Background: an optimization exercise with open tools, aiming at small area, a short achievable clock period and few clock cycles per item. Do not read the settings as production practice. The RTL of this run was laid out without a check of its function. Power is estimated from default activity; no workload was simulated.

===== flow/config.mk =====
export PLATFORM = sky130hd
export DESIGN_NAME = wallace_multi
export DESIGN_NICKNAME = wallace_multi
export VERILOG_FILES = /design/flow/design.v
export SDC_FILE = /design/flow/constraint.sdc
export NUM_CORES = 4
export LEC_CHECK = 0
export CAP_MARGIN = 20
export CORE_MARGIN = 2
export CORE_UTILIZATION = 40
export SETUP_SLACK_MARGIN = 0.8
export SLEW_MARGIN = 20
export SYNTH_HIERARCHICAL = 1

===== flow/constraint.sdc =====
create_clock -name core_clock -period 4.0 [get_ports {clk}]
set_input_delay 0.8000 -clock core_clock [delete_from_list [all_inputs] [get_ports {clk}]]
set_output_delay 0.8000 -clock core_clock [all_outputs]
set_load 0.01 [all_outputs]

===== flow/design.v =====
module wallace_multi (
    input clk,
    input rst,
    input [15:0] a,
    input [15:0] b,
    output reg [31:0] p,
    output reg done
);
    wire c225;
    wire c227;
    wire c229;
    wire c231;
    wire c233;
    wire c235;
    wire c237;
    wire c239;
    wire c241;
    wire c243;
    wire c245;
    wire c247;
    wire c249;
    wire c251;
    wire c253;
    wire c255;
    wire c257;
    wire c259;
    wire c261;
    wire c263;
    wire c265;
    wire c267;
    wire c269;
    wire c271;
    wire c273;
    wire c275;
    wire c277;
    wire c279;
    wire c281;
    wire c283;
    wire c285;
    wire c287;
    wire c289;
    wire c291;
    wire c293;
    wire c295;
    wire c297;
    wire c299;
    wire c301;
    wire c303;
    wire c305;
    wire c309;
    wire c311;
    wire c313;
    wire c315;
    wire c317;
    wire c319;
    wire c321;
    wire c325;
    wire c327;
    wire c329;
    wire c331;
    wire c333;
    wire c335;
    wire c337;
    wire c341;
    wire c343;
    wire c345;
    wire c347;
    wire c349;
    wire c351;
    wire c353;
    wire c358;
    wire c360;
    wire c362;
    wire c364;
    wire c366;
    wire c368;
    wire c370;
    wire c375;
    wire c377;
    wire c379;
    wire c381;
    wire c383;
    wire c385;
    wire c387;
    wire c389;
    wire c391;
    wire c393;
    wire c395;
    wire c397;
    wire c399;
    wire c401;
    wire c403;
    wire c405;
    wire c407;
    wire c409;
    wire c411;
    wire c413;
    wire c415;
    wire c417;
    wire c419;
    wire c421;
    wire c423;
    wire c425;
    wire c427;
    wire c429;
    wire c431;
    wire c433;
    wire c435;
    wire c437;
    wire c439;
    wire c441;
    wire c443;
    wire c445;
    wire c447;
    wire c449;
    wire c451;
    wire c453;
    wire c455;
    wire c457;
    wire c459;
    wire c461;
    wire c463;
    wire c465;
    wire c467;
    wire c469;
    wire c471;
    wire c473;
    wire c475;
    wire c477;
    wire c479;
    wire c481;
    wire c483;
    wire c485;
    wire c487;
    wire n1;
    wire n2;
    wire n3;
    wire n4;
    wire n5;
    wire n6;
    wire n7;
    wire n8;
    wire n9;
    wire n10;
    wire n11;
    wire n12;
    wire n13;
    wire n14;
    wire n15;
    wire n19;
    wire n22;
    wire n24;
    wire n26;
    wire n28;
    wire n30;
    wire n32;
    wire n34;
    wire n36;
    wire n38;
    wire n40;
    wire n42;
    wire n44;
    wire n46;
    wire n48;
    wire n50;
    wire n51;
    wire n52;
    wire n55;
    wire n57;
    wire n58;
    wire n59;
    wire n60;
    wire n61;
    wire n62;
    wire n63;
    wire n64;
    wire n65;
    wire n66;
    wire n67;
    wire n68;
    wire n69;
    wire n70;
    wire n71;
    wire n72;
    wire n73;
    wire n76;
    wire n78;
    wire n79;
    wire n80;
    wire n81;
    wire n82;
    wire n83;
    wire n84;
    wire n85;
    wire n86;
    wire n87;
    wire n88;
    wire n89;
    wire n90;
    wire n91;
    wire n92;
    wire n93;
    wire n94;
    wire n97;
    wire n99;
    wire n100;
    wire n101;
    wire n102;
    wire n103;
    wire n104;
    wire n105;
    wire n106;
    wire n107;
    wire n108;
    wire n109;
    wire n110;
    wire n111;
    wire n112;
    wire n113;
    wire n114;
    wire n115;
    wire n118;
    wire n120;
    wire n121;
    wire n122;
    wire n123;
    wire n124;
    wire n125;
    wire n126;
    wire n127;
    wire n128;
    wire n129;
    wire n130;
    wire n131;
    wire n132;
    wire n133;
    wire n134;
    wire n135;
    wire n136;
    wire n139;
    wire n141;
    wire n142;
    wire n143;
    wire n144;
    wire n145;
    wire n146;
    wire n147;
    wire n148;
    wire n149;
    wire n150;
    wire n151;
    wire n152;
    wire n153;
    wire n154;
    wire n155;
    wire n156;
    wire n157;
    wire n160;
    wire n162;
    wire n163;
    wire n164;
    wire n165;
    wire n166;
    wire n167;
    wire n168;
    wire n169;
    wire n170;
    wire n171;
    wire n172;
    wire n173;
    wire n174;
    wire n175;
    wire n176;
    wire n177;
    wire n178;
    wire n181;
    wire n183;
    wire n184;
    wire n185;
    wire n186;
    wire n187;
    wire n188;
    wire n189;
    wire n190;
    wire n191;
    wire n192;
    wire n193;
    wire n194;
    wire n195;
    wire n196;
    wire n197;
    wire n198;
    wire n199;
    wire n200;
    wire n201;
    wire n202;
    wire n203;
    wire n204;
    wire n205;
    wire n206;
    wire n207;
    wire n208;
    wire n209;
    wire n210;
    wire n211;
    wire n212;
    wire n213;
    wire n214;
    wire n215;
    wire n216;
    wire n217;
    wire n218;
    wire n219;
    wire n220;
    wire n221;
    wire n222;
    wire n223;
    wire n488;
    wire n489;
    wire n490;
    wire n491;
    wire n492;
    wire n493;
    wire n494;
    wire n495;
    wire n496;
    wire n497;
    wire n498;
    wire n499;
    wire n500;
    wire n501;
    wire n502;
    wire n503;
    wire n504;
    wire n505;
    wire n508;
    wire n509;
    wire n512;
    wire n513;
    wire n516;
    wire n517;
    wire n519;
    wire n520;
    wire n521;
    wire n522;
    wire n523;
    wire n524;
    wire n525;
    wire n526;
    wire n527;
    wire n528;
    wire n530;
    wire n531;
    wire n534;
    wire n535;
    wire n538;
    wire n539;
    wire n542;
    wire n543;
    wire n546;
    wire n547;
    wire n550;
    wire n551;
    wire n554;
    wire n555;
    wire n558;
    wire n559;
    wire n560;
    wire n561;
    wire n562;
    wire n563;
    wire n564;
    wire n565;
    wire n566;
    wire n567;
    wire n568;
    wire n569;
    wire n570;
    wire n571;
    wire n572;
    wire n573;
    wire n574;
    wire n575;
    wire n576;
    wire n577;
    wire n578;
    wire n579;
    wire n583;
    wire n585;
    wire n586;
    wire n587;
    wire n588;
    wire n589;
    wire n590;
    wire n591;
    wire n592;
    wire n593;
    wire n594;
    wire n595;
    wire n596;
    wire n597;
    wire n598;
    wire n599;
    wire n600;
    wire n601;
    wire n605;
    wire n607;
    wire n608;
    wire n609;
    wire n610;
    wire n611;
    wire n612;
    wire n613;
    wire n614;
    wire n615;
    wire n616;
    wire n617;
    wire n621;
    wire n623;
    wire n624;
    wire n625;
    wire n626;
    wire n627;
    wire n628;
    wire n629;
    wire n630;
    wire n631;
    wire n632;
    wire n633;
    wire n634;
    wire n635;
    wire n636;
    wire n637;
    wire n638;
    wire n639;
    wire n640;
    wire n641;
    wire n642;
    wire n643;
    wire n647;
    wire n649;
    wire n652;
    wire n653;
    wire n654;
    wire n655;
    wire n656;
    wire n657;
    wire n658;
    wire n659;
    wire n661;
    wire n663;
    wire n664;
    wire n665;
    wire n666;
    wire n667;
    wire n668;
    wire n669;
    wire n670;
    wire n671;
    wire n672;
    wire n673;
    wire n674;
    wire n675;
    wire n676;
    wire n677;
    wire n678;
    wire n679;
    wire n682;
    wire n683;
    wire n684;
    wire n685;
    wire n686;
    wire n687;
    wire n688;
    wire n689;
    wire n690;
    wire n691;
    wire n692;
    wire n693;
    wire n694;
    wire n695;
    wire n696;
    wire n697;
    wire n698;
    wire n699;
    wire n700;
    wire n701;
    wire n702;
    wire n703;
    wire n704;
    wire n705;
    wire n706;
    wire n707;
    wire n708;
    wire n709;
    wire n710;
    wire n711;
    wire n712;
    wire n713;
    wire n714;
    wire n715;
    wire n716;
    wire n717;
    wire n718;
    wire n719;
    wire n720;
    wire n721;
    wire n722;
    wire n723;
    wire n724;
    wire n725;
    wire n726;
    wire n727;
    wire n728;
    wire n729;
    wire n730;
    wire n731;
    wire n732;
    wire n733;
    wire n734;
    wire n735;
    wire n736;
    wire n737;
    wire n738;
    wire n739;
    wire n740;
    wire n741;
    wire n742;
    wire n743;
    wire n744;
    wire n745;
    wire n746;
    wire n747;
    wire n748;
    wire n749;
    wire n750;
    wire n751;
    wire n752;
    wire n753;
    wire n754;
    wire n755;
    wire n756;
    wire n757;
    wire n758;
    wire n759;
    wire n762;
    wire n763;
    wire n764;
    wire n765;
    wire n766;
    wire n767;
    wire n768;
    wire n769;
    wire n770;
    wire n771;
    wire n772;
    wire n773;
    wire n774;
    wire n775;
    wire n776;
    wire n777;
    wire n778;
    wire n779;
    wire n780;
    wire n781;
    wire n782;
    wire n783;
    wire n785;
    wire n786;
    wire n788;
    reg r16;
    reg r17;
    reg r18;
    reg r20;
    reg r21;
    reg r23;
    reg r25;
    reg r27;
    reg r29;
    reg r31;
    reg r33;
    reg r35;
    reg r37;
    reg r39;
    reg r41;
    reg r43;
    reg r45;
    reg r47;
    reg r49;
    reg r53;
    reg r54;
    reg r56;
    reg r74;
    reg r75;
    reg r77;
    reg r95;
    reg r96;
    reg r98;
    reg r116;
    reg r117;
    reg r119;
    reg r137;
    reg r138;
    reg r140;
    reg r158;
    reg r159;
    reg r161;
    reg r179;
    reg r180;
    reg r182;
    reg r306;
    reg r307;
    reg r322;
    reg r323;
    reg r338;
    reg r339;
    reg r354;
    reg r355;
    reg r356;
    reg r371;
    reg r372;
    reg r373;
    reg r506;
    reg r507;
    reg r510;
    reg r511;
    reg r514;
    reg r515;
    reg r518;
    reg r529;
    reg r532;
    reg r533;
    reg r536;
    reg r537;
    reg r540;
    reg r541;
    reg r544;
    reg r545;
    reg r548;
    reg r549;
    reg r552;
    reg r553;
    reg r556;
    reg r557;
    reg r580;
    reg r581;
    reg r582;
    reg r584;
    reg r602;
    reg r603;
    reg r604;
    reg r606;
    reg r618;
    reg r619;
    reg r620;
    reg r622;
    reg r644;
    reg r645;
    reg r646;
    reg r648;
    reg r650;
    reg r651;
    reg r660;
    reg r662;
    reg r680;
    reg r681;
    reg r760;
    reg r761;
    reg r784;
    reg r787;
    reg r789;
    reg r790;
    reg r791;
    reg r792;
    reg r793;
    reg r794;
    reg r795;
    wire s224;
    wire s226;
    wire s228;
    wire s230;
    wire s232;
    wire s234;
    wire s236;
    wire s238;
    wire s240;
    wire s242;
    wire s244;
    wire s246;
    wire s248;
    wire s250;
    wire s252;
    wire s254;
    wire s256;
    wire s258;
    wire s260;
    wire s262;
    wire s264;
    wire s266;
    wire s268;
    wire s270;
    wire s272;
    wire s274;
    wire s276;
    wire s278;
    wire s280;
    wire s282;
    wire s284;
    wire s286;
    wire s288;
    wire s290;
    wire s292;
    wire s294;
    wire s296;
    wire s298;
    wire s300;
    wire s302;
    wire s304;
    wire s308;
    wire s310;
    wire s312;
    wire s314;
    wire s316;
    wire s318;
    wire s320;
    wire s324;
    wire s326;
    wire s328;
    wire s330;
    wire s332;
    wire s334;
    wire s336;
    wire s340;
    wire s342;
    wire s344;
    wire s346;
    wire s348;
    wire s350;
    wire s352;
    wire s357;
    wire s359;
    wire s361;
    wire s363;
    wire s365;
    wire s367;
    wire s369;
    wire s374;
    wire s376;
    wire s378;
    wire s380;
    wire s382;
    wire s384;
    wire s386;
    wire s388;
    wire s390;
    wire s392;
    wire s394;
    wire s396;
    wire s398;
    wire s400;
    wire s402;
    wire s404;
    wire s406;
    wire s408;
    wire s410;
    wire s412;
    wire s414;
    wire s416;
    wire s418;
    wire s420;
    wire s422;
    wire s424;
    wire s426;
    wire s428;
    wire s430;
    wire s432;
    wire s434;
    wire s436;
    wire s438;
    wire s440;
    wire s442;
    wire s444;
    wire s446;
    wire s448;
    wire s450;
    wire s452;
    wire s454;
    wire s456;
    wire s458;
    wire s460;
    wire s462;
    wire s464;
    wire s466;
    wire s468;
    wire s470;
    wire s472;
    wire s474;
    wire s476;
    wire s478;
    wire s480;
    wire s482;
    wire s484;
    wire s486;
    assign n1 = b[1] & ~b[0];
    assign n2 = b[2] ^ b[1];
    assign n3 = (b[3] & ~b[2] & ~b[1]) | (~b[3] & b[2] & b[1]);
    assign n4 = b[4] ^ b[3];
    assign n5 = (b[5] & ~b[4] & ~b[3]) | (~b[5] & b[4] & b[3]);
    assign n6 = b[6] ^ b[5];
    assign n7 = (b[7] & ~b[6] & ~b[5]) | (~b[7] & b[6] & b[5]);
    assign n8 = b[8] ^ b[7];
    assign n9 = (b[9] & ~b[8] & ~b[7]) | (~b[9] & b[8] & b[7]);
    assign n10 = b[10] ^ b[9];
    assign n11 = (b[11] & ~b[10] & ~b[9]) | (~b[11] & b[10] & b[9]);
    assign n12 = b[12] ^ b[11];
    assign n13 = (b[13] & ~b[12] & ~b[11]) | (~b[13] & b[12] & b[11]);
    assign n14 = b[14] ^ b[13];
    assign n15 = (b[15] & ~b[14] & ~b[13]) | (~b[15] & b[14] & b[13]);
    always @(posedge clk) begin
        r16 <= b[0];
        r17 <= a[0];
        r18 <= b[1];
        r20 <= a[1];
        r21 <= n1;
        r23 <= a[2];
        r25 <= a[3];
        r27 <= a[4];
        r29 <= a[5];
        r31 <= a[6];
        r33 <= a[7];
        r35 <= a[8];
        r37 <= a[9];
        r39 <= a[10];
        r41 <= a[11];
        r43 <= a[12];
        r45 <= a[13];
        r47 <= a[14];
        r49 <= a[15];
        r53 <= n2;
        r54 <= b[3];
        r56 <= n3;
        r74 <= n4;
        r75 <= b[5];
        r77 <= n5;
        r95 <= n6;
        r96 <= b[7];
        r98 <= n7;
        r116 <= n8;
        r117 <= b[9];
        r119 <= n9;
        r137 <= n10;
        r138 <= b[11];
        r140 <= n11;
        r158 <= n12;
        r159 <= b[13];
        r161 <= n13;
        r179 <= n14;
        r180 <= b[15];
        r182 <= n15;
    end
    assign n19 = (r16 & r17) ^ r18;
    mbs un22 (.one(r16), .a1(r20), .two(r21), .a0(r17), .neg(r18), .x(n22));
    mbs un24 (.one(r16), .a1(r23), .two(r21), .a0(r20), .neg(r18), .x(n24));
    mbs un26 (.one(r16), .a1(r25), .two(r21), .a0(r23), .neg(r18), .x(n26));
    mbs un28 (.one(r16), .a1(r27), .two(r21), .a0(r25), .neg(r18), .x(n28));
    mbs un30 (.one(r16), .a1(r29), .two(r21), .a0(r27), .neg(r18), .x(n30));
    mbs un32 (.one(r16), .a1(r31), .two(r21), .a0(r29), .neg(r18), .x(n32));
    mbs un34 (.one(r16), .a1(r33), .two(r21), .a0(r31), .neg(r18), .x(n34));
    mbs un36 (.one(r16), .a1(r35), .two(r21), .a0(r33), .neg(r18), .x(n36));
    mbs un38 (.one(r16), .a1(r37), .two(r21), .a0(r35), .neg(r18), .x(n38));
    mbs un40 (.one(r16), .a1(r39), .two(r21), .a0(r37), .neg(r18), .x(n40));
    mbs un42 (.one(r16), .a1(r41), .two(r21), .a0(r39), .neg(r18), .x(n42));
    mbs un44 (.one(r16), .a1(r43), .two(r21), .a0(r41), .neg(r18), .x(n44));
    mbs un46 (.one(r16), .a1(r45), .two(r21), .a0(r43), .neg(r18), .x(n46));
    mbs un48 (.one(r16), .a1(r47), .two(r21), .a0(r45), .neg(r18), .x(n48));
    mbs un50 (.one(r16), .a1(r49), .two(r21), .a0(r47), .neg(r18), .x(n50));
    assign n51 = (r21 & r49) ^ r18;
    assign n52 = ~r18;
    assign n55 = (r53 & r17) ^ r54;
    mbs un57 (.one(r53), .a1(r20), .two(r56), .a0(r17), .neg(r54), .x(n57));
    mbs un58 (.one(r53), .a1(r23), .two(r56), .a0(r20), .neg(r54), .x(n58));
    mbs un59 (.one(r53), .a1(r25), .two(r56), .a0(r23), .neg(r54), .x(n59));
    mbs un60 (.one(r53), .a1(r27), .two(r56), .a0(r25), .neg(r54), .x(n60));
    mbs un61 (.one(r53), .a1(r29), .two(r56), .a0(r27), .neg(r54), .x(n61));
    mbs un62 (.one(r53), .a1(r31), .two(r56), .a0(r29), .neg(r54), .x(n62));
    mbs un63 (.one(r53), .a1(r33), .two(r56), .a0(r31), .neg(r54), .x(n63));
    mbs un64 (.one(r53), .a1(r35), .two(r56), .a0(r33), .neg(r54), .x(n64));
    mbs un65 (.one(r53), .a1(r37), .two(r56), .a0(r35), .neg(r54), .x(n65));
    mbs un66 (.one(r53), .a1(r39), .two(r56), .a0(r37), .neg(r54), .x(n66));
    mbs un67 (.one(r53), .a1(r41), .two(r56), .a0(r39), .neg(r54), .x(n67));
    mbs un68 (.one(r53), .a1(r43), .two(r56), .a0(r41), .neg(r54), .x(n68));
    mbs un69 (.one(r53), .a1(r45), .two(r56), .a0(r43), .neg(r54), .x(n69));
    mbs un70 (.one(r53), .a1(r47), .two(r56), .a0(r45), .neg(r54), .x(n70));
    mbs un71 (.one(r53), .a1(r49), .two(r56), .a0(r47), .neg(r54), .x(n71));
    assign n72 = (r56 & r49) ^ r54;
    assign n73 = ~r54;
    assign n76 = (r74 & r17) ^ r75;
    mbs un78 (.one(r74), .a1(r20), .two(r77), .a0(r17), .neg(r75), .x(n78));
    mbs un79 (.one(r74), .a1(r23), .two(r77), .a0(r20), .neg(r75), .x(n79));
    mbs un80 (.one(r74), .a1(r25), .two(r77), .a0(r23), .neg(r75), .x(n80));
    mbs un81 (.one(r74), .a1(r27), .two(r77), .a0(r25), .neg(r75), .x(n81));
    mbs un82 (.one(r74), .a1(r29), .two(r77), .a0(r27), .neg(r75), .x(n82));
    mbs un83 (.one(r74), .a1(r31), .two(r77), .a0(r29), .neg(r75), .x(n83));
    mbs un84 (.one(r74), .a1(r33), .two(r77), .a0(r31), .neg(r75), .x(n84));
    mbs un85 (.one(r74), .a1(r35), .two(r77), .a0(r33), .neg(r75), .x(n85));
    mbs un86 (.one(r74), .a1(r37), .two(r77), .a0(r35), .neg(r75), .x(n86));
    mbs un87 (.one(r74), .a1(r39), .two(r77), .a0(r37), .neg(r75), .x(n87));
    mbs un88 (.one(r74), .a1(r41), .two(r77), .a0(r39), .neg(r75), .x(n88));
    mbs un89 (.one(r74), .a1(r43), .two(r77), .a0(r41), .neg(r75), .x(n89));
    mbs un90 (.one(r74), .a1(r45), .two(r77), .a0(r43), .neg(r75), .x(n90));
    mbs un91 (.one(r74), .a1(r47), .two(r77), .a0(r45), .neg(r75), .x(n91));
    mbs un92 (.one(r74), .a1(r49), .two(r77), .a0(r47), .neg(r75), .x(n92));
    assign n93 = (r77 & r49) ^ r75;
    assign n94 = ~r75;
    assign n97 = (r95 & r17) ^ r96;
    mbs un99 (.one(r95), .a1(r20), .two(r98), .a0(r17), .neg(r96), .x(n99));
    mbs un100 (.one(r95), .a1(r23), .two(r98), .a0(r20), .neg(r96), .x(n100));
    mbs un101 (.one(r95), .a1(r25), .two(r98), .a0(r23), .neg(r96), .x(n101));
    mbs un102 (.one(r95), .a1(r27), .two(r98), .a0(r25), .neg(r96), .x(n102));
    mbs un103 (.one(r95), .a1(r29), .two(r98), .a0(r27), .neg(r96), .x(n103));
    mbs un104 (.one(r95), .a1(r31), .two(r98), .a0(r29), .neg(r96), .x(n104));
    mbs un105 (.one(r95), .a1(r33), .two(r98), .a0(r31), .neg(r96), .x(n105));
    mbs un106 (.one(r95), .a1(r35), .two(r98), .a0(r33), .neg(r96), .x(n106));
    mbs un107 (.one(r95), .a1(r37), .two(r98), .a0(r35), .neg(r96), .x(n107));
    mbs un108 (.one(r95), .a1(r39), .two(r98), .a0(r37), .neg(r96), .x(n108));
    mbs un109 (.one(r95), .a1(r41), .two(r98), .a0(r39), .neg(r96), .x(n109));
    mbs un110 (.one(r95), .a1(r43), .two(r98), .a0(r41), .neg(r96), .x(n110));
    mbs un111 (.one(r95), .a1(r45), .two(r98), .a0(r43), .neg(r96), .x(n111));
    mbs un112 (.one(r95), .a1(r47), .two(r98), .a0(r45), .neg(r96), .x(n112));
    mbs un113 (.one(r95), .a1(r49), .two(r98), .a0(r47), .neg(r96), .x(n113));
    assign n114 = (r98 & r49) ^ r96;
    assign n115 = ~r96;
    assign n118 = (r116 & r17) ^ r117;
    mbs un120 (.one(r116), .a1(r20), .two(r119), .a0(r17), .neg(r117), .x(n120));
    mbs un121 (.one(r116), .a1(r23), .two(r119), .a0(r20), .neg(r117), .x(n121));
    mbs un122 (.one(r116), .a1(r25), .two(r119), .a0(r23), .neg(r117), .x(n122));
    mbs un123 (.one(r116), .a1(r27), .two(r119), .a0(r25), .neg(r117), .x(n123));
    mbs un124 (.one(r116), .a1(r29), .two(r119), .a0(r27), .neg(r117), .x(n124));
    mbs un125 (.one(r116), .a1(r31), .two(r119), .a0(r29), .neg(r117), .x(n125));
    mbs un126 (.one(r116), .a1(r33), .two(r119), .a0(r31), .neg(r117), .x(n126));
    mbs un127 (.one(r116), .a1(r35), .two(r119), .a0(r33), .neg(r117), .x(n127));
    mbs un128 (.one(r116), .a1(r37), .two(r119), .a0(r35), .neg(r117), .x(n128));
    mbs un129 (.one(r116), .a1(r39), .two(r119), .a0(r37), .neg(r117), .x(n129));
    mbs un130 (.one(r116), .a1(r41), .two(r119), .a0(r39), .neg(r117), .x(n130));
    mbs un131 (.one(r116), .a1(r43), .two(r119), .a0(r41), .neg(r117), .x(n131));
    mbs un132 (.one(r116), .a1(r45), .two(r119), .a0(r43), .neg(r117), .x(n132));
    mbs un133 (.one(r116), .a1(r47), .two(r119), .a0(r45), .neg(r117), .x(n133));
    mbs un134 (.one(r116), .a1(r49), .two(r119), .a0(r47), .neg(r117), .x(n134));
    assign n135 = (r119 & r49) ^ r117;
    assign n136 = ~r117;
    assign n139 = (r137 & r17) ^ r138;
    mbs un141 (.one(r137), .a1(r20), .two(r140), .a0(r17), .neg(r138), .x(n141));
    mbs un142 (.one(r137), .a1(r23), .two(r140), .a0(r20), .neg(r138), .x(n142));
    mbs un143 (.one(r137), .a1(r25), .two(r140), .a0(r23), .neg(r138), .x(n143));
    mbs un144 (.one(r137), .a1(r27), .two(r140), .a0(r25), .neg(r138), .x(n144));
    mbs un145 (.one(r137), .a1(r29), .two(r140), .a0(r27), .neg(r138), .x(n145));
    mbs un146 (.one(r137), .a1(r31), .two(r140), .a0(r29), .neg(r138), .x(n146));
    mbs un147 (.one(r137), .a1(r33), .two(r140), .a0(r31), .neg(r138), .x(n147));
    mbs un148 (.one(r137), .a1(r35), .two(r140), .a0(r33), .neg(r138), .x(n148));
    mbs un149 (.one(r137), .a1(r37), .two(r140), .a0(r35), .neg(r138), .x(n149));
    mbs un150 (.one(r137), .a1(r39), .two(r140), .a0(r37), .neg(r138), .x(n150));
    mbs un151 (.one(r137), .a1(r41), .two(r140), .a0(r39), .neg(r138), .x(n151));
    mbs un152 (.one(r137), .a1(r43), .two(r140), .a0(r41), .neg(r138), .x(n152));
    mbs un153 (.one(r137), .a1(r45), .two(r140), .a0(r43), .neg(r138), .x(n153));
    mbs un154 (.one(r137), .a1(r47), .two(r140), .a0(r45), .neg(r138), .x(n154));
    mbs un155 (.one(r137), .a1(r49), .two(r140), .a0(r47), .neg(r138), .x(n155));
    assign n156 = (r140 & r49) ^ r138;
    assign n157 = ~r138;
    assign n160 = (r158 & r17) ^ r159;
    mbs un162 (.one(r158), .a1(r20), .two(r161), .a0(r17), .neg(r159), .x(n162));
    mbs un163 (.one(r158), .a1(r23), .two(r161), .a0(r20), .neg(r159), .x(n163));
    mbs un164 (.one(r158), .a1(r25), .two(r161), .a0(r23), .neg(r159), .x(n164));
    mbs un165 (.one(r158), .a1(r27), .two(r161), .a0(r25), .neg(r159), .x(n165));
    mbs un166 (.one(r158), .a1(r29), .two(r161), .a0(r27), .neg(r159), .x(n166));
    mbs un167 (.one(r158), .a1(r31), .two(r161), .a0(r29), .neg(r159), .x(n167));
    mbs un168 (.one(r158), .a1(r33), .two(r161), .a0(r31), .neg(r159), .x(n168));
    mbs un169 (.one(r158), .a1(r35), .two(r161), .a0(r33), .neg(r159), .x(n169));
    mbs un170 (.one(r158), .a1(r37), .two(r161), .a0(r35), .neg(r159), .x(n170));
    mbs un171 (.one(r158), .a1(r39), .two(r161), .a0(r37), .neg(r159), .x(n171));
    mbs un172 (.one(r158), .a1(r41), .two(r161), .a0(r39), .neg(r159), .x(n172));
    mbs un173 (.one(r158), .a1(r43), .two(r161), .a0(r41), .neg(r159), .x(n173));
    mbs un174 (.one(r158), .a1(r45), .two(r161), .a0(r43), .neg(r159), .x(n174));
    mbs un175 (.one(r158), .a1(r47), .two(r161), .a0(r45), .neg(r159), .x(n175));
    mbs un176 (.one(r158), .a1(r49), .two(r161), .a0(r47), .neg(r159), .x(n176));
    assign n177 = (r161 & r49) ^ r159;
    assign n178 = ~r159;
    assign n181 = (r179 & r17) ^ r180;
    mbs un183 (.one(r179), .a1(r20), .two(r182), .a0(r17), .neg(r180), .x(n183));
    mbs un184 (.one(r179), .a1(r23), .two(r182), .a0(r20), .neg(r180), .x(n184));
    mbs un185 (.one(r179), .a1(r25), .two(r182), .a0(r23), .neg(r180), .x(n185));
    mbs un186 (.one(r179), .a1(r27), .two(r182), .a0(r25), .neg(r180), .x(n186));
    mbs un187 (.one(r179), .a1(r29), .two(r182), .a0(r27), .neg(r180), .x(n187));
    mbs un188 (.one(r179), .a1(r31), .two(r182), .a0(r29), .neg(r180), .x(n188));
    mbs un189 (.one(r179), .a1(r33), .two(r182), .a0(r31), .neg(r180), .x(n189));
    mbs un190 (.one(r179), .a1(r35), .two(r182), .a0(r33), .neg(r180), .x(n190));
    mbs un191 (.one(r179), .a1(r37), .two(r182), .a0(r35), .neg(r180), .x(n191));
    mbs un192 (.one(r179), .a1(r39), .two(r182), .a0(r37), .neg(r180), .x(n192));
    mbs un193 (.one(r179), .a1(r41), .two(r182), .a0(r39), .neg(r180), .x(n193));
    mbs un194 (.one(r179), .a1(r43), .two(r182), .a0(r41), .neg(r180), .x(n194));
    mbs un195 (.one(r179), .a1(r45), .two(r182), .a0(r43), .neg(r180), .x(n195));
    mbs un196 (.one(r179), .a1(r47), .two(r182), .a0(r45), .neg(r180), .x(n196));
    mbs un197 (.one(r179), .a1(r49), .two(r182), .a0(r47), .neg(r180), .x(n197));
    assign n198 = (r182 & r49) ^ r180;
    assign n199 = ~r180;
    assign n200 = r180 & r17;
    assign n201 = r180 & r20;
    assign n202 = r180 & r23;
    assign n203 = r180 & r25;
    assign n204 = r180 & r27;
    assign n205 = r180 & r29;
    assign n206 = r180 & r31;
    assign n207 = r180 & r33;
    assign n208 = r180 & r35;
    assign n209 = r180 & r37;
    assign n210 = r180 & r39;
    assign n211 = r180 & r41;
    assign n212 = r180 & r43;
    assign n213 = r180 & r45;
    assign n214 = r180 & r47;
    assign n215 = r180 & r49;
    assign n216 = ~n201;
    assign n217 = ~n201;
    assign n218 = ~n204;
    assign n219 = ~n206;
    assign n220 = ~n208;
    assign n221 = ~n210;
    assign n222 = ~n212;
    assign n223 = ~n214;
    mha us224 (.a(r54), .b(n24), .s(s224), .co(c225));
    mha us226 (.a(n26), .b(n57), .s(s226), .co(c227));
    mfa us228 (.a(r75), .b(n28), .c(n58), .s(s228), .co(c229));
    mha us230 (.a(n76), .b(c227), .s(s230), .co(c231));
    mfa us232 (.a(n30), .b(n59), .c(n78), .s(s232), .co(c233));
    mha us234 (.a(c229), .b(s232), .s(s234), .co(c235));
    mfa us236 (.a(r96), .b(n32), .c(n60), .s(s236), .co(c237));
    mfa us238 (.a(n79), .b(n97), .c(c233), .s(s238), .co(c239));
    mha us240 (.a(s236), .b(c235), .s(s240), .co(c241));
    mfa us242 (.a(n34), .b(n61), .c(n80), .s(s242), .co(c243));
    mfa us244 (.a(n99), .b(c237), .c(s242), .s(s244), .co(c245));
    mha us246 (.a(c239), .b(s244), .s(s246), .co(c247));
    mfa us248 (.a(r117), .b(n36), .c(n62), .s(s248), .co(c249));
    mfa us250 (.a(n81), .b(n100), .c(n118), .s(s250), .co(c251));
    mfa us252 (.a(c243), .b(s248), .c(s250), .s(s252), .co(c253));
    mha us254 (.a(c245), .b(s252), .s(s254), .co(c255));
    mfa us256 (.a(n38), .b(n63), .c(n82), .s(s256), .co(c257));
    mfa us258 (.a(n101), .b(n120), .c(c249), .s(s258), .co(c259));
    mfa us260 (.a(c251), .b(s256), .c(c253), .s(s260), .co(c261));
    mha us262 (.a(s258), .b(c255), .s(s262), .co(c263));
    mfa us264 (.a(r138), .b(n40), .c(n64), .s(s264), .co(c265));
    mfa us266 (.a(n83), .b(n102), .c(n121), .s(s266), .co(c267));
    mfa us268 (.a(n139), .b(c257), .c(s264), .s(s268), .co(c269));
    mfa us270 (.a(s266), .b(c259), .c(s268), .s(s270), .co(c271));
    mha us272 (.a(c261), .b(s270), .s(s272), .co(c273));
    mfa us274 (.a(n42), .b(n65), .c(n84), .s(s274), .co(c275));
    mfa us276 (.a(n103), .b(n122), .c(n141), .s(s276), .co(c277));
    mfa us278 (.a(c265), .b(c267), .c(s274), .s(s278), .co(c279));
    mfa us280 (.a(s276), .b(c269), .c(s278), .s(s280), .co(c281));
    mha us282 (.a(c271), .b(s280), .s(s282), .co(c283));
    mfa us284 (.a(r159), .b(n44), .c(n66), .s(s284), .co(c285));
    mfa us286 (.a(n85), .b(n104), .c(n123), .s(s286), .co(c287));
    mfa us288 (.a(n142), .b(n160), .c(c275), .s(s288), .co(c289));
    mfa us290 (.a(c277), .b(s284), .c(s286), .s(s290), .co(c291));
    mfa us292 (.a(c279), .b(s288), .c(s290), .s(s292), .co(c293));
    mha us294 (.a(c281), .b(s292), .s(s294), .co(c295));
    mfa us296 (.a(n46), .b(n67), .c(n86), .s(s296), .co(c297));
    mfa us298 (.a(n105), .b(n124), .c(n143), .s(s298), .co(c299));
    mfa us300 (.a(n162), .b(c285), .c(c287), .s(s300), .co(c301));
    mfa us302 (.a(s296), .b(s298), .c(c289), .s(s302), .co(c303));
    mfa us304 (.a(c291), .b(s300), .c(s302), .s(s304), .co(c305));
    mfa us310 (.a(r180), .b(n48), .c(n68), .s(s310), .co(c311));
    mfa us312 (.a(n87), .b(n106), .c(n125), .s(s312), .co(c313));
    mfa us314 (.a(n144), .b(n163), .c(n181), .s(s314), .co(c315));
    mfa us316 (.a(c297), .b(c299), .c(s310), .s(s316), .co(c317));
    mfa us318 (.a(s312), .b(s314), .c(c301), .s(s318), .co(c319));
    mfa us320 (.a(s316), .b(c303), .c(s318), .s(s320), .co(c321));
    mfa us326 (.a(n50), .b(n69), .c(n88), .s(s326), .co(c327));
    mfa us328 (.a(n107), .b(n126), .c(n145), .s(s328), .co(c329));
    mfa us330 (.a(n164), .b(n183), .c(c311), .s(s330), .co(c331));
    mfa us332 (.a(c313), .b(c315), .c(s326), .s(s332), .co(c333));
    mfa us334 (.a(s328), .b(c317), .c(s330), .s(s334), .co(c335));
    mfa us336 (.a(s332), .b(c319), .c(s334), .s(s336), .co(c337));
    mfa us342 (.a(n200), .b(n51), .c(n70), .s(s342), .co(c343));
    mfa us344 (.a(n89), .b(n108), .c(n127), .s(s344), .co(c345));
    mfa us346 (.a(n146), .b(n165), .c(n184), .s(s346), .co(c347));
    mfa us348 (.a(c327), .b(c329), .c(s342), .s(s348), .co(c349));
    mfa us350 (.a(s344), .b(s346), .c(c331), .s(s350), .co(c351));
    mfa us352 (.a(c333), .b(s348), .c(c335), .s(s352), .co(c353));
    mfa us359 (.a(n52), .b(n216), .c(n71), .s(s359), .co(c360));
    mfa us361 (.a(n90), .b(n109), .c(n128), .s(s361), .co(c362));
    mfa us363 (.a(n147), .b(n166), .c(n185), .s(s363), .co(c364));
    mfa us365 (.a(c343), .b(c345), .c(c347), .s(s365), .co(c366));
    mfa us367 (.a(s359), .b(s361), .c(s363), .s(s367), .co(c368));
    mfa us369 (.a(c349), .b(s365), .c(s367), .s(s369), .co(c370));
    mfa us376 (.a(n202), .b(n217), .c(n72), .s(s376), .co(c377));
    mfa us378 (.a(n91), .b(n110), .c(n129), .s(s378), .co(c379));
    mfa us380 (.a(n148), .b(n167), .c(n186), .s(s380), .co(c381));
    mfa us382 (.a(c360), .b(c362), .c(c364), .s(s382), .co(c383));
    mfa us384 (.a(s376), .b(s378), .c(s380), .s(s384), .co(c385));
    mfa us386 (.a(c366), .b(c368), .c(s382), .s(s386), .co(c387));
    mfa us388 (.a(s384), .b(c370), .c(s386), .s(s388), .co(c389));
    mfa us390 (.a(n73), .b(n203), .c(n201), .s(s390), .co(c391));
    mfa us392 (.a(n92), .b(n111), .c(n130), .s(s392), .co(c393));
    mfa us394 (.a(n149), .b(n168), .c(n187), .s(s394), .co(c395));
    mfa us396 (.a(s390), .b(c377), .c(c379), .s(s396), .co(c397));
    mfa us398 (.a(c381), .b(s392), .c(s394), .s(s398), .co(c399));
    mfa us400 (.a(c383), .b(c385), .c(s396), .s(s400), .co(c401));
    mfa us402 (.a(s398), .b(c387), .c(s400), .s(s402), .co(c403));
    mfa us404 (.a(n218), .b(n93), .c(n112), .s(s404), .co(c405));
    mfa us406 (.a(n131), .b(n150), .c(n169), .s(s406), .co(c407));
    mfa us408 (.a(n188), .b(c391), .c(c393), .s(s408), .co(c409));
    mfa us410 (.a(c395), .b(s404), .c(s406), .s(s410), .co(c411));
    mfa us412 (.a(c397), .b(c399), .c(s408), .s(s412), .co(c413));
    mfa us414 (.a(s410), .b(c401), .c(s412), .s(s414), .co(c415));
    mfa us416 (.a(n94), .b(n205), .c(n204), .s(s416), .co(c417));
    mfa us418 (.a(n113), .b(n132), .c(n151), .s(s418), .co(c419));
    mfa us420 (.a(n170), .b(n189), .c(s416), .s(s420), .co(c421));
    mfa us422 (.a(c405), .b(c407), .c(s418), .s(s422), .co(c423));
    mfa us424 (.a(s420), .b(c409), .c(c411), .s(s424), .co(c425));
    mfa us426 (.a(s422), .b(c413), .c(s424), .s(s426), .co(c427));
    mfa us428 (.a(n219), .b(n114), .c(n133), .s(s428), .co(c429));
    mfa us430 (.a(n152), .b(n171), .c(n190), .s(s430), .co(c431));
    mfa us432 (.a(c417), .b(c419), .c(s428), .s(s432), .co(c433));
    mfa us434 (.a(s430), .b(c421), .c(c423), .s(s434), .co(c435));
    mfa us436 (.a(s432), .b(c425), .c(s434), .s(s436), .co(c437));
    mfa us438 (.a(n115), .b(n207), .c(n206), .s(s438), .co(c439));
    mfa us440 (.a(n134), .b(n153), .c(n172), .s(s440), .co(c441));
    mfa us442 (.a(n191), .b(s438), .c(c429), .s(s442), .co(c443));
    mfa us444 (.a(c431), .b(s440), .c(c433), .s(s444), .co(c445));
    mfa us446 (.a(s442), .b(c435), .c(s444), .s(s446), .co(c447));
    mfa us448 (.a(n220), .b(n135), .c(n154), .s(s448), .co(c449));
    mfa us450 (.a(n173), .b(n192), .c(c439), .s(s450), .co(c451));
    mfa us452 (.a(c441), .b(s448), .c(s450), .s(s452), .co(c453));
    mfa us454 (.a(c443), .b(s452), .c(c445), .s(s454), .co(c455));
    mfa us456 (.a(n136), .b(n209), .c(n208), .s(s456), .co(c457));
    mfa us458 (.a(n155), .b(n174), .c(n193), .s(s458), .co(c459));
    mfa us460 (.a(s456), .b(c449), .c(s458), .s(s460), .co(c461));
    mfa us462 (.a(c451), .b(s460), .c(c453), .s(s462), .co(c463));
    mfa us464 (.a(n221), .b(n156), .c(n175), .s(s464), .co(c465));
    mfa us466 (.a(n194), .b(c457), .c(c459), .s(s466), .co(c467));
    mfa us468 (.a(s464), .b(c461), .c(s466), .s(s468), .co(c469));
    mfa us470 (.a(n157), .b(n211), .c(n210), .s(s470), .co(c471));
    mfa us472 (.a(n176), .b(n195), .c(s470), .s(s472), .co(c473));
    mfa us474 (.a(c465), .b(s472), .c(c467), .s(s474), .co(c475));
    mfa us476 (.a(n222), .b(n177), .c(n196), .s(s476), .co(c477));
    mfa us478 (.a(c471), .b(s476), .c(c473), .s(s478), .co(c479));
    mfa us480 (.a(n178), .b(n213), .c(n212), .s(s480), .co(c481));
    mfa us482 (.a(n197), .b(s480), .c(c477), .s(s482), .co(c483));
    mfa us484 (.a(n223), .b(n198), .c(c481), .s(s484), .co(c485));
    mfa us486 (.a(n199), .b(n215), .c(n214), .s(s486), .co(c487));
    assign n488 = n19 & r18;
    assign n489 = n19 ^ r18;
    assign n490 = n55 & s224;
    assign n491 = n55 ^ s224;
    assign n492 = c225 & s226;
    assign n493 = c225 ^ s226;
    assign n494 = s228 & s230;
    assign n495 = s228 ^ s230;
    assign n496 = c231 & s234;
    assign n497 = c231 ^ s234;
    assign n498 = s238 & s240;
    assign n499 = s238 ^ s240;
    assign n500 = c241 & s246;
    assign n501 = c241 ^ s246;
    assign n502 = c247 & s254;
    assign n503 = c247 ^ s254;
    assign n504 = s260 & s262;
    assign n505 = s260 ^ s262;
    assign n560 = c463 & s468;
    assign n561 = c463 ^ s468;
    assign n562 = c469 & s474;
    assign n563 = c469 ^ s474;
    assign n564 = c475 & s478;
    assign n565 = c475 ^ s478;
    assign n566 = c479 & s482;
    assign n567 = c479 ^ s482;
    assign n568 = c483 & s484;
    assign n569 = c483 ^ s484;
    assign n570 = c485 & s486;
    assign n571 = c485 ^ s486;
    assign n572 = n22 & n488;
    assign n573 = n22 & n489;
    assign n574 = n492 | (n493 & n490);
    assign n575 = n493 & n491;
    assign n576 = n496 | (n497 & n494);
    assign n577 = n497 & n495;
    assign n578 = n500 | (n501 & n498);
    assign n579 = n501 & n499;
    assign n608 = n566 | (n567 & n564);
    assign n609 = n567 & n565;
    assign n610 = n570 | (n571 & n568);
    assign n611 = n571 & n569;
    assign n612 = n490 | (n491 & n572);
    assign n613 = n491 & n573;
    assign n614 = n574 | (n575 & n572);
    assign n615 = n575 & n573;
    assign n616 = n498 | (n499 & n576);
    assign n617 = n499 & n577;
    assign n654 = n494 | (n495 & n614);
    assign n655 = n495 & n615;
    assign n656 = n576 | (n577 & n614);
    assign n657 = n577 & n615;
    assign n658 = n616 | (n617 & n614);
    assign n659 = n617 & n615;
    assign n754 = n22 ^ n488;
    assign n755 = n491 ^ n572;
    assign n756 = n493 ^ n612;
    assign n757 = n495 ^ n614;
    assign n758 = n497 ^ n654;
    assign n759 = n499 ^ n656;
    always @(posedge clk) begin
        r306 <= c293;
        r307 <= c295;
        r322 <= c305;
        r323 <= s320;
        r338 <= c321;
        r339 <= s336;
        r354 <= s350;
        r355 <= s352;
        r356 <= c337;
        r371 <= c351;
        r372 <= s369;
        r373 <= c353;
        r506 <= c263;
        r507 <= s272;
        r510 <= c273;
        r511 <= s282;
        r514 <= c283;
        r515 <= s294;
        r518 <= s304;
        r529 <= s388;
        r532 <= c389;
        r533 <= s402;
        r536 <= c403;
        r537 <= s414;
        r540 <= c415;
        r541 <= s426;
        r544 <= c427;
        r545 <= s436;
        r548 <= c437;
        r549 <= s446;
        r552 <= c447;
        r553 <= s454;
        r556 <= c455;
        r557 <= s462;
        r580 <= n504;
        r581 <= n505;
        r582 <= n502;
        r584 <= n503;
        r602 <= n562;
        r603 <= n563;
        r604 <= n560;
        r606 <= n561;
        r618 <= n578;
        r619 <= n579;
        r620 <= n576;
        r622 <= n577;
        r644 <= n568;
        r645 <= n569;
        r646 <= n608;
        r648 <= n609;
        r650 <= n610;
        r651 <= n611;
        r660 <= n614;
        r662 <= n615;
        r680 <= n564;
        r681 <= n565;
        r760 <= n501;
        r761 <= n658;
        r784 <= n567;
        r787 <= n571;
        r789 <= n489;
        r790 <= n754;
        r791 <= n755;
        r792 <= n756;
        r793 <= n757;
        r794 <= n758;
        r795 <= n759;
    end
    mha us308 (.a(r306), .b(r307), .s(s308), .co(c309));
    mha us324 (.a(r322), .b(r323), .s(s324), .co(c325));
    mha us340 (.a(r338), .b(r339), .s(s340), .co(c341));
    mfa us357 (.a(r354), .b(r355), .c(r356), .s(s357), .co(c358));
    mfa us374 (.a(r371), .b(r372), .c(r373), .s(s374), .co(c375));
    assign n508 = r506 & r507;
    assign n509 = r506 ^ r507;
    assign n512 = r510 & r511;
    assign n513 = r510 ^ r511;
    assign n516 = r514 & r515;
    assign n517 = r514 ^ r515;
    assign n519 = r518 & s308;
    assign n520 = r518 ^ s308;
    assign n521 = c309 & s324;
    assign n522 = c309 ^ s324;
    assign n523 = c325 & s340;
    assign n524 = c325 ^ s340;
    assign n525 = c341 & s357;
    assign n526 = c341 ^ s357;
    assign n527 = c358 & s374;
    assign n528 = c358 ^ s374;
    assign n530 = c375 & r529;
    assign n531 = c375 ^ r529;
    assign n534 = r532 & r533;
    assign n535 = r532 ^ r533;
    assign n538 = r536 & r537;
    assign n539 = r536 ^ r537;
    assign n542 = r540 & r541;
    assign n543 = r540 ^ r541;
    assign n546 = r544 & r545;
    assign n547 = r544 ^ r545;
    assign n550 = r548 & r549;
    assign n551 = r548 ^ r549;
    assign n554 = r552 & r553;
    assign n555 = r552 ^ r553;
    assign n558 = r556 & r557;
    assign n559 = r556 ^ r557;
    assign n583 = r580 | (r581 & r582);
    assign n585 = r581 & r584;
    assign n586 = n512 | (n513 & n508);
    assign n587 = n513 & n509;
    assign n588 = n519 | (n520 & n516);
    assign n589 = n520 & n517;
    assign n590 = n523 | (n524 & n521);
    assign n591 = n524 & n522;
    assign n592 = n527 | (n528 & n525);
    assign n593 = n528 & n526;
    assign n594 = n534 | (n535 & n530);
    assign n595 = n535 & n531;
    assign n596 = n542 | (n543 & n538);
    assign n597 = n543 & n539;
    assign n598 = n550 | (n551 & n546);
    assign n599 = n551 & n547;
    assign n600 = n558 | (n559 & n554);
    assign n601 = n559 & n555;
    assign n605 = r602 | (r603 & r604);
    assign n607 = r603 & r606;
    assign n621 = r618 | (r619 & r620);
    assign n623 = r619 & r622;
    assign n624 = n508 | (n509 & n583);
    assign n625 = n509 & n585;
    assign n626 = n586 | (n587 & n583);
    assign n627 = n587 & n585;
    assign n628 = n521 | (n522 & n588);
    assign n629 = n522 & n589;
    assign n630 = n590 | (n591 & n588);
    assign n631 = n591 & n589;
    assign n632 = n530 | (n531 & n592);
    assign n633 = n531 & n593;
    assign n634 = n594 | (n595 & n592);
    assign n635 = n595 & n593;
    assign n636 = n546 | (n547 & n596);
    assign n637 = n547 & n597;
    assign n638 = n598 | (n599 & n596);
    assign n639 = n599 & n597;
    assign n640 = r604 | (r606 & n600);
    assign n641 = r606 & n601;
    assign n642 = n605 | (n607 & n600);
    assign n643 = n607 & n601;
    assign n647 = r644 | (r645 & r646);
    assign n649 = r645 & r648;
    assign n652 = r650 | (r651 & r646);
    assign n653 = r651 & r648;
    assign n661 = n621 | (n623 & r660);
    assign n663 = n623 & r662;
    assign n664 = n516 | (n517 & n626);
    assign n665 = n517 & n627;
    assign n666 = n588 | (n589 & n626);
    assign n667 = n589 & n627;
    assign n668 = n628 | (n629 & n626);
    assign n669 = n629 & n627;
    assign n670 = n630 | (n631 & n626);
    assign n671 = n631 & n627;
    assign n672 = n538 | (n539 & n634);
    assign n673 = n539 & n635;
    assign n674 = n596 | (n597 & n634);
    assign n675 = n597 & n635;
    assign n676 = n636 | (n637 & n634);
    assign n677 = n637 & n635;
    assign n678 = n638 | (n639 & n634);
    assign n679 = n639 & n635;
    assign n682 = r680 | (r681 & n642);
    assign n683 = r681 & n643;
    assign n684 = r646 | (r648 & n642);
    assign n685 = r648 & n643;
    assign n686 = n647 | (n649 & n642);
    assign n687 = n649 & n643;
    assign n688 = n652 | (n653 & n642);
    assign n689 = n653 & n643;
    assign n690 = r582 | (r584 & n661);
    assign n691 = r584 & n663;
    assign n692 = n583 | (n585 & n661);
    assign n693 = n585 & n663;
    assign n694 = n624 | (n625 & n661);
    assign n695 = n625 & n663;
    assign n696 = n626 | (n627 & n661);
    assign n697 = n627 & n663;
    assign n698 = n664 | (n665 & n661);
    assign n699 = n665 & n663;
    assign n700 = n666 | (n667 & n661);
    assign n701 = n667 & n663;
    assign n702 = n668 | (n669 & n661);
    assign n703 = n669 & n663;
    assign n704 = n670 | (n671 & n661);
    assign n705 = n671 & n663;
    assign n706 = n554 | (n555 & n678);
    assign n707 = n555 & n679;
    assign n708 = n600 | (n601 & n678);
    assign n709 = n601 & n679;
    assign n710 = n640 | (n641 & n678);
    assign n711 = n641 & n679;
    assign n712 = n642 | (n643 & n678);
    assign n713 = n643 & n679;
    assign n714 = n682 | (n683 & n678);
    assign n715 = n683 & n679;
    assign n716 = n684 | (n685 & n678);
    assign n717 = n685 & n679;
    assign n718 = n686 | (n687 & n678);
    assign n719 = n687 & n679;
    assign n720 = n688 | (n689 & n678);
    assign n721 = n689 & n679;
    assign n722 = n525 | (n526 & n704);
    assign n723 = n526 & n705;
    assign n724 = n592 | (n593 & n704);
    assign n725 = n593 & n705;
    assign n726 = n632 | (n633 & n704);
    assign n727 = n633 & n705;
    assign n728 = n634 | (n635 & n704);
    assign n729 = n635 & n705;
    assign n730 = n672 | (n673 & n704);
    assign n731 = n673 & n705;
    assign n732 = n674 | (n675 & n704);
    assign n733 = n675 & n705;
    assign n734 = n676 | (n677 & n704);
    assign n735 = n677 & n705;
    assign n736 = n678 | (n679 & n704);
    assign n737 = n679 & n705;
    assign n738 = n706 | (n707 & n704);
    assign n739 = n707 & n705;
    assign n740 = n708 | (n709 & n704);
    assign n741 = n709 & n705;
    assign n742 = n710 | (n711 & n704);
    assign n743 = n711 & n705;
    assign n744 = n712 | (n713 & n704);
    assign n745 = n713 & n705;
    assign n746 = n714 | (n715 & n704);
    assign n747 = n715 & n705;
    assign n748 = n716 | (n717 & n704);
    assign n749 = n717 & n705;
    assign n750 = n718 | (n719 & n704);
    assign n751 = n719 & n705;
    assign n752 = n720 | (n721 & n704);
    assign n753 = n721 & n705;
    assign n762 = r760 ^ r761;
    assign n763 = r584 ^ n661;
    assign n764 = r581 ^ n690;
    assign n765 = n509 ^ n692;
    assign n766 = n513 ^ n694;
    assign n767 = n517 ^ n696;
    assign n768 = n520 ^ n698;
    assign n769 = n522 ^ n700;
    assign n770 = n524 ^ n702;
    assign n771 = n526 ^ n704;
    assign n772 = n528 ^ n722;
    assign n773 = n531 ^ n724;
    assign n774 = n535 ^ n726;
    assign n775 = n539 ^ n728;
    assign n776 = n543 ^ n730;
    assign n777 = n547 ^ n732;
    assign n778 = n551 ^ n734;
    assign n779 = n555 ^ n736;
    assign n780 = n559 ^ n738;
    assign n781 = r606 ^ n740;
    assign n782 = r603 ^ n742;
    assign n783 = r681 ^ n744;
    assign n785 = r784 ^ n746;
    assign n786 = r645 ^ n748;
    assign n788 = r787 ^ n750;
    always @(posedge clk) p <= {n788, n786, n785, n783, n782, n781, n780, n779, n778, n777, n776, n775, n774, n773, n772, n771, n770, n769, n768, n767, n766, n765, n764, n763, n762, r795, r794, r793, r792, r791, r790, r789};
    reg [1:0] v;
    always @(posedge clk or negedge rst) begin
        if (!rst) begin
            v <= 2'b0;
            done <= 1'b0;
        end else begin
            v <= {v[0:0], 1'b1};
            done <= v[1];
        end
    end
endmodule
module mfa (input a, input b, input c, output s, output co);
    assign s = a ^ b ^ c;
    assign co = (a & b) | (a & c) | (b & c);
endmodule
module mha (input a, input b, output s, output co);
    assign s = a ^ b;
    assign co = a & b;
endmodule
module mbs (input one, input a1, input two, input a0, input neg, output x);
    assign x = ((one & a1) | (two & a0)) ^ neg;
endmodule

===== flow/flow/run.sh =====
#!/bin/bash
set -euo pipefail
export BUFFER_PORTS_ARGS="-buffer_cell sky130_fd_sc_hd__buf_2"
bash standard.sh finish > orfs_make.log 2>&1

===== flow/standard.sh =====
#!/bin/bash
# synth_recipe.tcl (not shown) runs the flow's synth.tcl, then flattens the netlist and writes it again
# the make line also repeats each setting of config.mk as NAME=value (left out here)
make -C /OpenROAD-flow-scripts/flow DESIGN_CONFIG=/design/flow/config.mk WORK_HOME=/design/flow/orfs CLKGATE_MAP_FILE= SYNTH_SCRIPT=/design/flow/synth_recipe.tcl "${@:-finish}"

==> summary.md <==
The number of global-route vias before repair was 6481. Counting the fill cells in the layout gives 2154. The clock latency at the later pin of the worst-skew pair was 420 ps; the total of flip-flops plus latches after synthesis was 139.

Die height: 158.6 µm. For the required time at the endpoint of the critical path, the log shows 4290 ps. The longest clock path from root to sink contains 2 buffers. Subtracting the final worst setup slack from the clock period gives 3093 ps. The initial core utilization was 0.4072; the total internal power was 4830 µW.

The synthesized design contains 0 enable-type register cells. The xor and xnor area share after synthesis came out at 0.1521. Relative slew slack: 0.5222. Ranked by instance count, the synthesized netlist is headed by sky130_fd_sc_hd__xnor2_1 (150), sky130_fd_sc_hd__dfxtp_1 (136), sky130_fd_sc_hd__a22oi_2 (120). The relative contribution of the clock network to total power was 0.205; the post-DP HPWL was 16.06 mm. The run gives 323.3 MHz as the fmax.

The share of the cycle needed by the critical path after routing was 0.7733. Count of distinct cell types in the synthesized netlist: 38. The final core utilization is 0.4830. Entering global routing, the biggest net connects 36 pins.

The setup total negative slack was 0 ps. The tools report the number of hold violations in the final report as 0. The number of buffers inserted during clock tree synthesis was 17; the area share of the largest cell type after synthesis was 0.2848. The largest registers in the layout are p x32, v x2.

The logs give 0.2927 for the sequential fraction of the synthesis area and 0.004392 µW for the static leakage. The first global-routing pass estimated 35.04 mm of wire. In the final layout, the multi-input gates occupy 6675 µm². The run gives 0 as the leftover overflow at the end of global routing. The most frequent cell after synthesis was sky130_fd_sc_hd__xnor2_1.

The worst hold path belongs to the class in2async. From synthesis to final layout, the design area changed by 18.61%. The floorplan has 56 rows. Ranked by flip-flop count, first place goes to p. The logs give 0.1828 for the total global routing track utilization and 164.5 ps for the smallest hold slack. Setup violations remaining at the end of the flow were counted as 0.

Counting every net in the synthesized netlist gives 947. For the sequential cell area, the log shows 2825 µm². The share of synthesized cell area in and, or, nand and nor gates is 0.04791. Root cell of the clock tree: sky130_fd_sc_hd__clkbuf_16. After technology mapping, the gate count stands at 752. Ranked by total cell area, the synthesized netlist is headed by sky130_fd_sc_hd__dfxtp_1 (28%), sky130_fd_sc_hd__fa_1 (24%), sky130_fd_sc_hd__a22oi_2 (16%).

Buffers placed on the I/O ports in this run total 66. Number of H-tree levels: 4. Once detail routing completed, the nets flagged for antenna violations numbered 0. After detailed routing, the number of vias per cell comes to 4.957. The run gives 0.291 as the sequential power share. The tools report the first-pass iteration count of the detailed router as 4. The dominant register cell in the synthesized netlist is sky130_fd_sc_hd__dfxtp_1. The multiplexer fraction of the synthesized cell area is 0. 67 I/O pins were placed. For this block, the via count after detailed routing is 6052. During synthesis, Yosys emitted a total of 7 warnings.

The run gives 0 as the final count of pins violating max slew. The core region is 23470 µm². The total of hold buffers inserted after clock tree synthesis came out at 0. The average wire per standard cell is 17.28 µm, and the flip-flop count of the largest register after layout is 32. The switching part of the total works out to 0.3798.

The worst setup path is captured at a flip-flop. Width of the chip: 158.6 µm. Clock tree synthesis found a total of 139 sinks. Max-cap violations in this run came to 0.

The compound-gate portion of the synthesized area is 0.1969. The clock arrives with 9.608 ps of skew. In this run the worst path has a maximum fanout of 9. The initial antenna violation count was 0; the slew of the pin with the lowest slew margin was 715.7 ps. TritonCTS built the clock tree.

The final weighted congestion of routability-driven global placement was 0.8483; the total detailed-routing wirelength was 21.10 mm. After detailed placement, the total cell area comes to 10690 µm². The flow ran to the end and the layout has no timing, DRC or antenna violations. The post-synthesis average cell area was 12.71 µm². The worst setup path is of the reg2reg kind.

Summed over all instances, the cell type with the most area after synthesis is sky130_fd_sc_hd__dfxtp_1. For this run, design rule violations remaining after detail routing come to 0. Summed over all nets, the switching power comes to 2958 µW. Power spread over the standard cell area amounts to 686.9 nW/µm².

IR analysis of the VDD net gives a maximum drop of 0.0002954 V. The cell area that synthesis handed to floorplanning was 9559 µm². The share of layout cells above drive strength 1 is 0.3370, and the design area is 11340 µm². Combinational fraction of design power: 0.504.

The overall die area was 25150 µm². The repair_antennas step left the layout with diodes totalling 0. The adder-cell share of the synthesized area came out at 0.3010. STA classifies the critical path startpoint as a flip-flop.

Setup repair after global routing could not meet its margin everywhere. The share of synthesized registers carrying an async set or reset is 0.02158. The clock edge transition at the registers on the reported setup and hold paths is 60 ps, and the data arrival time at the worst-slack endpoint is 3390 ps. At the end of the flow, the number of nets in the layout was 1084. Largest family of logic cells by synthesized area: adder cells. Detailed router's first-iteration violation count: 286.
==> timing repair <==
item	CTS	global route
setup buffers	0	1
gates resized for setup	3	16
setup endpoints to repair	8	23
endpoints found under the hold margin	0	0
==> power by group through the flow <==
| stage | Combinational, µW | Sequential, µW | Clock [µW] |
|---|---|---|---|
| 6_report | 3930 | 2270 | 1590 |
| 3_3_place_gp | 3910 | 2290 | 0 |
| 5_1_grt | 4570 | 2330 | 1720 |
| 3_5_place_dp | 3960 | 2300 | 0 |
| 4_1_cts | 4010 | 2280 | 1650 |
| 2_1_floorplan | 2810 | 2390 | 0 |
==> per-module statistics from Yosys, one instance, submodules excluded <==
module | times used | flops+latches | cells inside
wallace_multi | 1 | 139 | 386
mha | 14 | 0 | 1
mbs | 120 | 0 | 2
mfa | 112 | 0 | 1
==> worst max-delay path, cell delays in order, from the launching register on <==
cell                      delay [ps]
sky130_fd_sc_hd__dfxtp_1         620
sky130_fd_sc_hd__a22oi_2         150
sky130_fd_sc_hd__xnor2_1         170
sky130_fd_sc_hd__fa_1            600
sky130_fd_sc_hd__fa_1            450
sky130_fd_sc_hd__fa_1            550
sky130_fd_sc_hd__fa_1            420
==> per-stage QoR <==
stage | worst slack [ps] | std cells | total power, µW
6_report | 906.7 | 1221 | 7788
5_1_grt | 765.4 | 1221 | 8617
4_1_cts | 766.6 | 1220 | 7938
3_5_place_dp | 758.6 | 1188 | 6265
3_3_place_gp | 715.5 | 1188 | 6203
2_1_floorplan | 825.4 | 752 | 5203
==> cell type report <==
class / instances / area share
multi-input combinational: 590 / 0.5887
clock buffer: 19 / 0.03906
timing repair buffer: 122 / 0.06798
tap: 319 / 0.03520
sequential: 139 / 0.2492
clock inverter: 13 / 0.01357
inverter: 19 / 0.006290
==> kinds of logic (layout without fill, tap and decap cells) <==
logic type / after synthesis / after routing
compound gates: 172 / 172
xor+xnor: 166 / 166
fa+ha+maj: 161 / 161
flops: 139 / 139
simple gates: 90 / 90
buf+inv: 23 / 173
other cells: 1 / 1
==> placed cells by master (no fill, tap or decap), types with 13 or more instances in the layout <==
cell	Yosys	final
sky130_fd_sc_hd__xnor2_1	150	150
sky130_fd_sc_hd__a22oi_2	120	120
sky130_fd_sc_hd__dfxtp_1	136	116
sky130_fd_sc_hd__fa_1	115	115
sky130_fd_sc_hd__buf_2	0	66
sky130_fd_sc_hd__buf_4	0	55
sky130_fd_sc_hd__ha_1	46	46
sky130_fd_sc_hd__nand2_1	31	31
sky130_fd_sc_hd__inv_1	19	19
sky130_fd_sc_hd__dfxtp_2	0	19
sky130_fd_sc_hd__clkbuf_16	0	17
sky130_fd_sc_hd__xor2_1	16	16
sky130_fd_sc_hd__o21ai_0	15	15
sky130_fd_sc_hd__nor2_1	15	15
sky130_fd_sc_hd__and2_1	13	13
==> per-layer routing <==
metal  global-route usage  vias up  routed length [µm]
met5                    0        -                   0
met4              0.04505        0                 223
met3              0.03620       14                 764
met2               0.2863      107                9569
met1               0.2602     3033               10540
li1                     -     2898                   -
==> worst paths after layout <==
kind	endpoint	slack, ps	cells past startpoint	from
hold reg to reg	p[1]	330	0	r790
min in group core_clock	p[1]	330	0	r790
setup / recovery	r537	910	6	r49
setup reg to reg	r537	910	6	r49
max in group asynchronous	v[0]	3730	1	rst
hold / removal	v[1]	160	1	rst

[re-timing with driven ports]
In the flow no input, the clock included, has a driving cell. The finished layout below was timed again as built, in two steps. Step 1 sets driving cells, clkbuf_16 on the clock port and buf_2 on the other inputs (assumed; they add their load-dependent delay and slew). Step 2, shift: input delay + t, output delay - t, t = (earliest + latest rising clock arrival at the registers) / 2. This alone moves slack from input paths to output paths. Slacks: ideal / step 1 / step 2; pairs: ideal / step 1.
t, ns: 0.465
setup slack, ns: 0.907 / 0.907 / 0.907
worst hold slack (ns): 0.164 / 0.141 / 0.327
After both steps this run still meets setup and hold. The setup slack of this run moves by 0.000 ns with the drivers and by 0.000 ns with both steps.
